From an optimization exercise on the open Yosys and OpenROAD flow, aimed at small area; shortcuts taken in it are not production practice. Function was checked by simulation only, so behaviour that the tests miss may differ from the original.

rev 12:
// top_gray_sobel
module top_gray_sobel (
        input logic    clk_i,
        input logic    nreset_i,
        input logic    [1:0] select_i,
        input logic    finish_i,
        input logic    start_i,
        input logic    [MAX_PIXEL_BITS-1:0] in_pixel_i,
        output logic   [MAX_PIXEL_BITS-1:0] out_pixel_o,
        output logic   px_ready_sobel_o
    );
    logic sel12;
    sel_xor sel_x (.a(select_i[0]), .b(select_i[1]), .y(sel12));
    wire sel0 = (select_i == 2'd0);
    wire sel1 = (select_i == 2'd1);
    wire sel2 = (select_i == 2'd2);
    wire sel3 = (select_i == 2'd3);
    logic [MAX_PIXEL_BITS-1:0] px_q;
    logic gray_busy_q, gray_valid_q, gray_busy_nx;
    logic byp_q, byp_nx;
    logic [7:0] gray_sum, gray;
    always_ff @(posedge clk_i) px_q <= in_pixel_i;
    assign gray_busy_nx = gray_busy_q ? ~finish_i : (start_i & (sel0 | sel2));
    assign byp_nx       = byp_q ? ~finish_i : (start_i & sel3);
    always_ff @(posedge clk_i or negedge nreset_i) begin
        if (!nreset_i) begin
            gray_busy_q  <= 1'b0;
            gray_valid_q <= 1'b0;
            byp_q        <= 1'b0;
        end else begin
            gray_busy_q  <= gray_busy_nx;
            gray_valid_q <= gray_busy_nx & ~sel1;
            byp_q        <= byp_nx;
        end
    end
    logic gs1, gs2;
    fa gsu2 (.a(px_q[12]), .b(px_q[6]), .c(px_q[1]), .s(gs1), .co(gs2));
    logic gs3, gs4;
    fa gsu4 (.a(px_q[10]), .b(px_q[13]), .c(px_q[7]), .s(gs3), .co(gs4));
    logic gs5, gs6;
    fa gsu6 (.a(px_q[11]), .b(px_q[14]), .c(px_q[5]), .s(gs5), .co(gs6));
    logic gs7, gs8;
  ...
Size: ~370 cells after synthesis, roughly 37 I/O pins, about 0.0051 mm^2 of cells after synthesis.
==> flow/config.mk <==
export PLATFORM = sky130hd
export DESIGN_NAME = top_gray_sobel
export DESIGN_NICKNAME = top_gray_sobel
export VERILOG_FILES = /design/flow/design.v
export SDC_FILE = /design/flow/constraint.sdc
export NUM_CORES = 4
export LEC_CHECK = 0
export CAP_MARGIN = 20
export CORE_AREA = 5 5 115 115
export CTS_BUF_LIST = sky130_fd_sc_hd__clkbuf_4 sky130_fd_sc_hd__clkbuf_8
export DIE_AREA = 0 0 120 120
export SLEW_MARGIN = 20
export SYNTH_HIERARCHICAL = 1
export SYNTH_MINIMUM_KEEP_SIZE = 0
==> flow/constraint.sdc <==
create_clock -name core_clock -period 10.0 [get_ports {clk_i}]
set_input_delay 2.0000 -clock core_clock [delete_from_list [all_inputs] [get_ports {clk_i}]]
set_output_delay 2.0000 -clock core_clock [all_outputs]
set_load 0.01 [all_outputs]
standard.sh (not shown) runs the stock make flow with config.mk's settings and CLKGATE_MAP_FILE= SYNTH_SCRIPT=/design/flow/synth_recipe.tcl, a recipe that flattens the netlist after the stock synthesis.
==> flow/flow/run.sh <==
#!/bin/bash
# The standard layout (standard.sh: the standard flow's synthesis and ORFS flow), with
#  - port buffers of the smallest buffer cell instead of the default choice,
#  - clock tree synthesis without dummy loads at the tree's leaves.
# Each tool's full output goes to a log of its own under orfs/logs; make's
# output goes to flow_make.log here.
set -euo pipefail
export BUFFER_PORTS_ARGS="-buffer_cell sky130_fd_sc_hd__buf_1"
export CTS_ARGS="-sink_clustering_enable -repair_clock_nets -dont_use_dummy_load -buf_list {sky130_fd_sc_hd__clkbuf_4 sky130_fd_sc_hd__clkbuf_8}"
bash standard.sh > flow_make.log 2>&1
### rev 12 -> rev 13
diff --git a/flow/design.v b/flow/design.v
--- a/flow/design.v
+++ b/flow/design.v
@@ -106,24 +106,25 @@
     localparam logic [3:0] S_F8   = 4'd8;
     localparam logic [3:0] S_F9   = 4'd9;
     localparam logic [3:0] S_WAIT = 4'd10;
     localparam logic [3:0] S_N1   = 4'd11;
     localparam logic [3:0] S_N2   = 4'd12;
     localparam logic [3:0] S_N3   = 4'd13;
     localparam logic [3:0] S_N0   = 4'd14;
     logic start_sobel;
     logic [7:0] in_gray_n;             
     logic [3:0] st_q, st_nx;
     logic result, show, second;
     logic [7:0] w1, w2, w3, w4, w5, w6, w7, w8, p2_n;
+    logic p2_ok;
     logic [7:0] op_p0, op_p1, op_p2, op_n0, op_n1, op_n2;
     logic [10:0] s_sum;
     logic [3:0] q;
     logic neg, sat, sat_q, q_gt;
     logic [6:0] mag, mag_q;
     logic [6:0] low_or;
     logic [7:0] sobel;
     assign start_sobel = start_i & sel12;
     assign in_gray_n = ~(sel1 ? in_pixel_i[7:0] : sel2 ? gray : 8'd0);
     always_comb begin
         st_nx  = st_q;
         result = 1'b0;
@@ -147,40 +148,43 @@
             S_N3: begin
                 st_nx  = finish_i ? S_IDLE : S_N0;
                 result = ~finish_i;
             end
             S_N0: st_nx = finish_i ? S_IDLE : S_N1;
             default: st_nx = S_IDLE;
         endcase
     end
     assign show   = (st_q == S_WAIT) | (st_q == S_N0);
     assign second = (st_q == S_F9) | (st_q == S_N3);
     always_ff @(posedge clk_i or negedge nreset_i) begin
         if (!nreset_i) begin
-            st_q <= S_IDLE;
-            p2_n <= '1;
+            st_q  <= S_IDLE;
+            p2_ok <= 1'b0;
         end else begin
-            st_q <= st_nx;
-            if (result) p2_n <= in_gray_n;
+            st_q  <= st_nx;
+            if (result) p2_ok <= 1'b1;
         end
+    end
+    always_ff @(posedge clk_i) begin
+        if (result) p2_n <= in_gray_n;
     end
     always_ff @(posedge clk_i) begin
         if (!show) begin
             w1 <= w2; w2 <= w3; w3 <= w4; w4 <= w5;
             w5 <= w6; w6 <= w7; w7 <= w8; w8 <= in_gray_n;
         end
     end
     assign op_p0 = ~w7;
     assign op_p1 = second ? ~w4 : ~in_gray_n;
-    assign op_p2 = second ? ~w8 : ~p2_n;
+    assign op_p2 = second ? ~w8 : p2_ok ? ~p2_n : 8'd0;
     assign op_n0 = w2;
     assign op_n1 = w3;
     assign op_n2 = second ? w6 : w5;
     logic ss1, ss2;
     fa ssu2 (.a(op_p0[0]), .b(op_p2[0]), .c(op_n0[0]), .s(ss1), .co(ss2));
     logic ss3, ss4;
     assign ss3 = ~(op_n1[0] ^ op_n2[0]);
     assign ss4 = op_n1[0] | op_n2[0];
     logic ss5, ss6;
     fa ssu6 (.a(op_p0[1]), .b(op_p2[1]), .c(op_n0[1]), .s(ss5), .co(ss6));
     logic ss7, ss8;
     assign ss7 = ~(op_n1[1] ^ op_n2[1]);
==> comparison <==
Clock skew: rev 13 better than rev 12. On net count of the finished layout: rev 13 sits below rev 12. Taking rev 12 as the reference, in rev 13 storage element area went up by about 2%; sequential fraction of total cell area saw an increase. Summary of rev 13 over rev 12: total of fill cells in the finished design shrank by 8, post-placement cell area shrank by about 0.4%. [diff] via count, rev 13 relative to rev 12: improvement. In terms of worst hold slack, rev 12 and rev 13 differ only marginally. STATUS mapped cell area: rev 13 wins against rev 12. When the final numbers for rev 13 and rev 12 were put side by side, the clock sink total turned out to be greater in rev 13. Sum of routed wire length over all layers shrinks slightly when moving from rev 12 to rev 13. The die area was comparable across rev 13 and rev 12. A end point of the critical path of mag_q[6]$_DFFE_PN_ is what rev 13 shows, while mag_q[2]$_DFFE_PN_ belongs to rev 12.

* * *

top_gray_sobel, a different RTL version from the one above (not shown whole).
For scale: ~390 cells after synthesis, about 37 I/O pins, ~5300 sq um of cells after synthesis.
==> flow/design.v (excerpt) <==
module top_gray_sobel (
        input logic    clk_i,
        input logic    nreset_i,
        input logic    [1:0] select_i,
        input logic    finish_i,
        input logic    start_i,
        input logic    [MAX_PIXEL_BITS-1:0] in_pixel_i,
        output logic   [MAX_PIXEL_BITS-1:0] out_pixel_o,
        output logic   px_ready_sobel_o
    );
==> flow/config.mk <==
export PLATFORM = sky130hd
export DESIGN_NAME = top_gray_sobel
export DESIGN_NICKNAME = top_gray_sobel
export VERILOG_FILES = /design/flow/design.v
export SDC_FILE = /design/flow/constraint.sdc
export NUM_CORES = 4
export LEC_CHECK = 0
export CAP_MARGIN = 20
export CORE_AREA = 5 5 115 115
export CTS_BUF_LIST = sky130_fd_sc_hd__clkbuf_4 sky130_fd_sc_hd__clkbuf_8
export DIE_AREA = 0 0 120 120
export SLEW_MARGIN = 20
export SYNTH_HIERARCHICAL = 1
export SYNTH_MINIMUM_KEEP_SIZE = 0
==> flow/constraint.sdc <==
create_clock -name core_clock -period 10.0 [get_ports {clk_i}]
set_input_delay 2.0000 -clock core_clock [delete_from_list [all_inputs] [get_ports {clk_i}]]
set_output_delay 2.0000 -clock core_clock [all_outputs]
set_load 0.01 [all_outputs]
Scripts as last shown in full above: flow/flow/run.sh
Edit:
--- a/flow/design.v
+++ b/flow/design.v
@@ -87,73 +87,57 @@
     assign gray_sum[3] = gs37;
     logic gs39, gs40;
     fa gsu40 (.a(gs27), .b(gs26), .c(gs38), .s(gs39), .co(gs40));
     assign gray_sum[4] = gs39;
     logic gs41, gs42;
     fa gsu42 (.a(gs29), .b(gs28), .c(gs40), .s(gs41), .co(gs42));
     assign gray_sum[5] = gs41;
     logic gs43, gs44;
     fa gsu44 (.a(px_q[9]), .b(gs30), .c(gs42), .s(gs43), .co(gs44));
     assign gray_sum[6] = gs43;
     assign gray_sum[7] = gs44;
     assign gray = gray_valid_q ? gray_sum : 8'd0;
-    localparam logic [3:0] S_IDLE = 4'd0;
-    localparam logic [3:0] S_F1   = 4'd1;
-    localparam logic [3:0] S_F2   = 4'd2;
-    localparam logic [3:0] S_F3   = 4'd3;
-    localparam logic [3:0] S_F4   = 4'd4;
-    localparam logic [3:0] S_F5   = 4'd5;
-    localparam logic [3:0] S_F6   = 4'd6;
-    localparam logic [3:0] S_F7   = 4'd7;
-    localparam logic [3:0] S_F8   = 4'd8;
+    localparam logic [3:0] S_IDLE = 4'd0;    
     localparam logic [3:0] S_F9   = 4'd9;
     localparam logic [3:0] S_WAIT = 4'd10;
     localparam logic [3:0] S_N1   = 4'd11;
     localparam logic [3:0] S_N2   = 4'd12;
     localparam logic [3:0] S_N3   = 4'd13;
     localparam logic [3:0] S_N0   = 4'd14;
     logic start_sobel;
     logic [7:0] in_gray_n;             
     logic [3:0] st_q, st_nx;
     logic result, show, second;
     logic [7:0] w1, w2, w3, w4, w5, w6, w7, w8, p2_n;
     logic [7:0] op_p0, op_p1, op_p2, op_n0, op_n1, op_n2;
     logic [10:0] s_sum;
     logic [3:0] q;
-    logic neg, sat, sat_q, q_gt;
-    logic [6:0] mag, mag_q;
+    logic neg, sat, sat1_q, sat2_q, q_gt;
+    logic [6:0] mag, mag1_q, mag2_q, mag_max;
     logic [6:0] low_or;
     logic [7:0] sobel;
     assign start_sobel = start_i & (sel1 | sel2);
     assign in_gray_n = ~(sel1 ? in_pixel_i[7:0] : sel2 ? gray : 8'd0);
     always_comb begin
         st_nx  = st_q;
         result = 1'b0;
         case (st_q)
-            S_IDLE: if (start_sobel) st_nx = S_F1;
-            S_F1: st_nx = S_F2;
-            S_F2: st_nx = S_F3;
-            S_F3: st_nx = S_F4;
-            S_F4: st_nx = S_F5;
-            S_F5: st_nx = S_F6;
-            S_F6: st_nx = S_F7;
-            S_F7: st_nx = S_F8;
-            S_F8: st_nx = S_F9;
+            S_IDLE: if (start_sobel) st_nx = 4'd1;
+            4'd1, 4'd2, 4'd3, 4'd4, 4'd5, 4'd6, 4'd7, 4'd8: st_nx = st_q + 4'd1;
             S_F9: begin
                 st_nx  = S_WAIT;
                 result = 1'b1;
             end
             S_WAIT: st_nx = S_N1;
-            S_N1: st_nx = finish_i ? S_IDLE : S_N2;
-            S_N2: st_nx = finish_i ? S_IDLE : S_N3;
+            S_N1, S_N2: st_nx = finish_i ? S_IDLE : st_q + 4'd1;
             S_N3: begin
                 st_nx  = finish_i ? S_IDLE : S_N0;
                 result = ~finish_i;
             end
             S_N0: st_nx = finish_i ? S_IDLE : S_N1;
             default: st_nx = S_IDLE;
         endcase
     end
     assign show   = (st_q == S_WAIT) | (st_q == S_N0);
     assign second = (st_q == S_F9) | (st_q == S_N3);
     always_ff @(posedge clk_i or negedge nreset_i) begin
         if (!nreset_i) begin
@@ -290,34 +274,37 @@
     logic ss101, ss102;
     fa ssu102 (.a(ss64), .b(ss82), .c(ss100), .s(ss101), .co(ss102));
     assign s_sum[9] = ss101;
     assign s_sum[10] = ss102;
     assign q   = s_sum[10:7];
     assign neg = q[0];
     assign sat = ~((q == 4'd6) | ((q == 4'd5) & (|s_sum[6:0])));
     always_comb begin
         low_or[0] = 1'b0;
         for (int k = 1; k < 7; k++) low_or[k] = low_or[k-1] | s_sum[k-1];
     end
     assign mag = s_sum[6:0] ^ ({7{neg}} & low_or);
+    always_ff @(posedge clk_i) begin
+        sat1_q <= sat;
+        mag1_q <= mag;
+        sat2_q <= sat1_q;
+        mag2_q <= mag1_q;
+    end
     always_comb begin
         q_gt = 1'b0;
         for (int k = 0; k < 7; k++)
-            q_gt = (mag_q[k] & ~mag[k]) | (mag_q[k] & q_gt) | (~mag[k] & q_gt);
-    end
-    always_ff @(posedge clk_i) begin
-        sat_q <= sat | (second & sat_q);
-        mag_q <= (second & q_gt) ? mag_q : mag;
+            q_gt = (mag1_q[k] & ~mag2_q[k]) | (~(mag1_q[k] ^ mag2_q[k]) & q_gt);
     end
-    assign sobel = ~show ? 8'd0 : sat_q ? 8'hff : {mag_q, 1'b0};
+    assign mag_max = q_gt ? mag1_q : mag2_q;
+    assign sobel   = ~show ? 8'd0 : (sat1_q | sat2_q) ? 8'hff : {mag_max, 1'b0};
     always_comb begin
         case (select_i)
             2'd0:       out_pixel_o = {7'b0, gray};
             2'd1, 2'd2: out_pixel_o = {7'b0, sobel};
             default:    out_pixel_o = byp_q ? px_q : '0;
         endcase
         case (select_i)
             2'd1, 2'd2: px_ready_sobel_o = show;
             default:    px_ready_sobel_o = 1'b0;
         endcase
     end
 endmodule
Effect: Maximum frequency rises by about 16%. Setup slack improved by 1.1 ns. Area after synthesis rises by about 4%. Sequential share of layout area falls by 0.16 points. Routed wire length falls by 2.9%. Global-route usage falls by 0.63 points.

* * *

Setup of 05-24:
Another version of the RTL of top_gray_sobel (not shown whole).
For scale: ~95 flip-flops, roughly 37 I/O pins, ~5000 sq um of cells after synthesis.
export LEC_CHECK = 0
export CAP_MARGIN = 20
export CORE_AREA = 5 5 115 115
export CTS_BUF_LIST = sky130_fd_sc_hd__clkbuf_4 sky130_fd_sc_hd__clkbuf_8
export DIE_AREA = 0 0 120 120
export SLEW_MARGIN = 20
export SYNTH_HIERARCHICAL = 1
export SYNTH_MINIMUM_KEEP_SIZE = 0
create_clock -name core_clock -period 10.0 [get_ports {clk_i}]
Scripts as last shown in full above: flow/flow/run.sh
05-24 ran to completion and came out clean on the timing, design-rule and antenna checks.
Edits applied to the flow inputs when going from 05-24 to 10-19:
--- a/flow/design.v
+++ b/flow/design.v
@@ -110,15 +110,15 @@
     localparam logic [3:0] S_N2   = 4'd3;
     localparam logic [3:0] S_N3   = 4'd11;
     localparam logic [3:0] S_N0   = 4'd7;
     logic start_sobel;
     logic [7:0] in_gray_n;             
     logic [3:0] st_q, st_nx;
     logic result, show, second;
-    logic [7:0] w2, w3, w4, w5, w6, w7, w8, p2_n;
+    logic [7:0] w1, w2, w3, w4, w5, w6, w7, w8, p2_n;
     logic p2_ok;
     logic [7:0] op_p0, op_p1, op_p2, op_n0, op_n1, op_n2;
     logic [10:0] s_sum;
     logic [3:0] q;
     logic neg, sat, sat_q, q_gt;
     logic [6:0] mag, mag_q;
     logic [6:0] low_or;
@@ -164,18 +164,17 @@
             if (result) p2_ok <= 1'b1;
         end
     end
     always_ff @(posedge clk_i) begin
         if (result) p2_n <= in_gray_n;
     end
     always_ff @(posedge clk_i) begin
-        w2 <= w3;
         if (!show) begin
-            w3 <= w4; w4 <= w5; w5 <= w6;
-            w6 <= w7; w7 <= w8; w8 <= in_gray_n;
+            w1 <= w2; w2 <= w3; w3 <= w4; w4 <= w5;
+            w5 <= w6; w6 <= w7; w7 <= w8; w8 <= in_gray_n;
         end
     end
     assign op_p0 = ~w7;
     assign op_p1 = second ? ~w4 : ~in_gray_n;
     assign op_p2 = second ? ~w8 : p2_ok ? ~p2_n : 8'd0;
     assign op_n0 = w2;
     assign op_n1 = w3;
==> comparison <==
10-19 went all the way through synthesis, placement and routing and the layout is clean on timing, DRC and antenna. Sequential share of layout area: 10-19 vs 05-24 up 1.3 points. Delta(post-layout worst setup margin, 10-19 - 05-24) > 0. Measured against each other, 10-19 and 05-24 differ in multi-input combinational cell count, the higher figure coming from 05-24. Diff 05-24 -> 10-19: synthesized cell area now sits at about the same level. In the metrics for 10-19 and 05-24, the one carrying the lower worst slack at placement is 10-19. 10-19 vs 05-24: utilization up in 10-19. Final cycle utilization of the critical path, 10-19 and 05-24, higher one = 05-24. Compared with 05-24, 10-19 shows a hold slack that is 46 ps higher. Run comparison: 10-19 launching instance or port of the critical path select_i[1]; 05-24 launching instance or port of the critical path select_i[0]. 10-19 vs 05-24: multi-input gate share of the layout cell area down. Wire length of the first global-routing pass: 10-19 better than 05-24. Side by side, design area turned out higher in 10-19 than in 05-24.

-- re-timing with driven ports --
The flow's constraints put no driver on any port. The routed layouts listed below were extracted and timed again, unchanged, in two steps.
Step 1, drivers: a clkbuf_16 drives clk_i and a buf_2 each remaining input, both assumed.
Step 2 moves the port delays by t, midway between the first and last clock arrival at a register: inputs arrive t later, outputs are due t later. That takes back most of the time a late clock gives input paths.
Slacks: ideal ports / drivers / drivers and shift; pairs: ideal ports / drivers.
run	t, ns	setup WS [ns]	worst setup path at the end	latest minus earliest clock arrival (ns)
rev 12	0.383	2.256 / 2.268 / 1.885	input to register	0.023 / 0.023
rev 13	0.379	2.198 / 2.198 / 1.829	input to register	0.015 / 0.014
the first run of note 2	0.403	1.597 / 1.597 / 1.411	input to register	0.019 / 0.019
the second run of note 2	0.381	2.729 / 2.729 / 2.514	input to register	0.022 / 0.022
05-24	0.385	2.071 / 2.082 / 1.697	input to register	0.024 / 0.024
10-19	0.392	2.087 / 2.100 / 1.708	input to register	0.023 / 0.022
After both steps every run listed still meets setup and hold. The setup slack of 10-19, which loses most, moves by +0.013 ns with the drivers and by -0.379 ns with both steps.
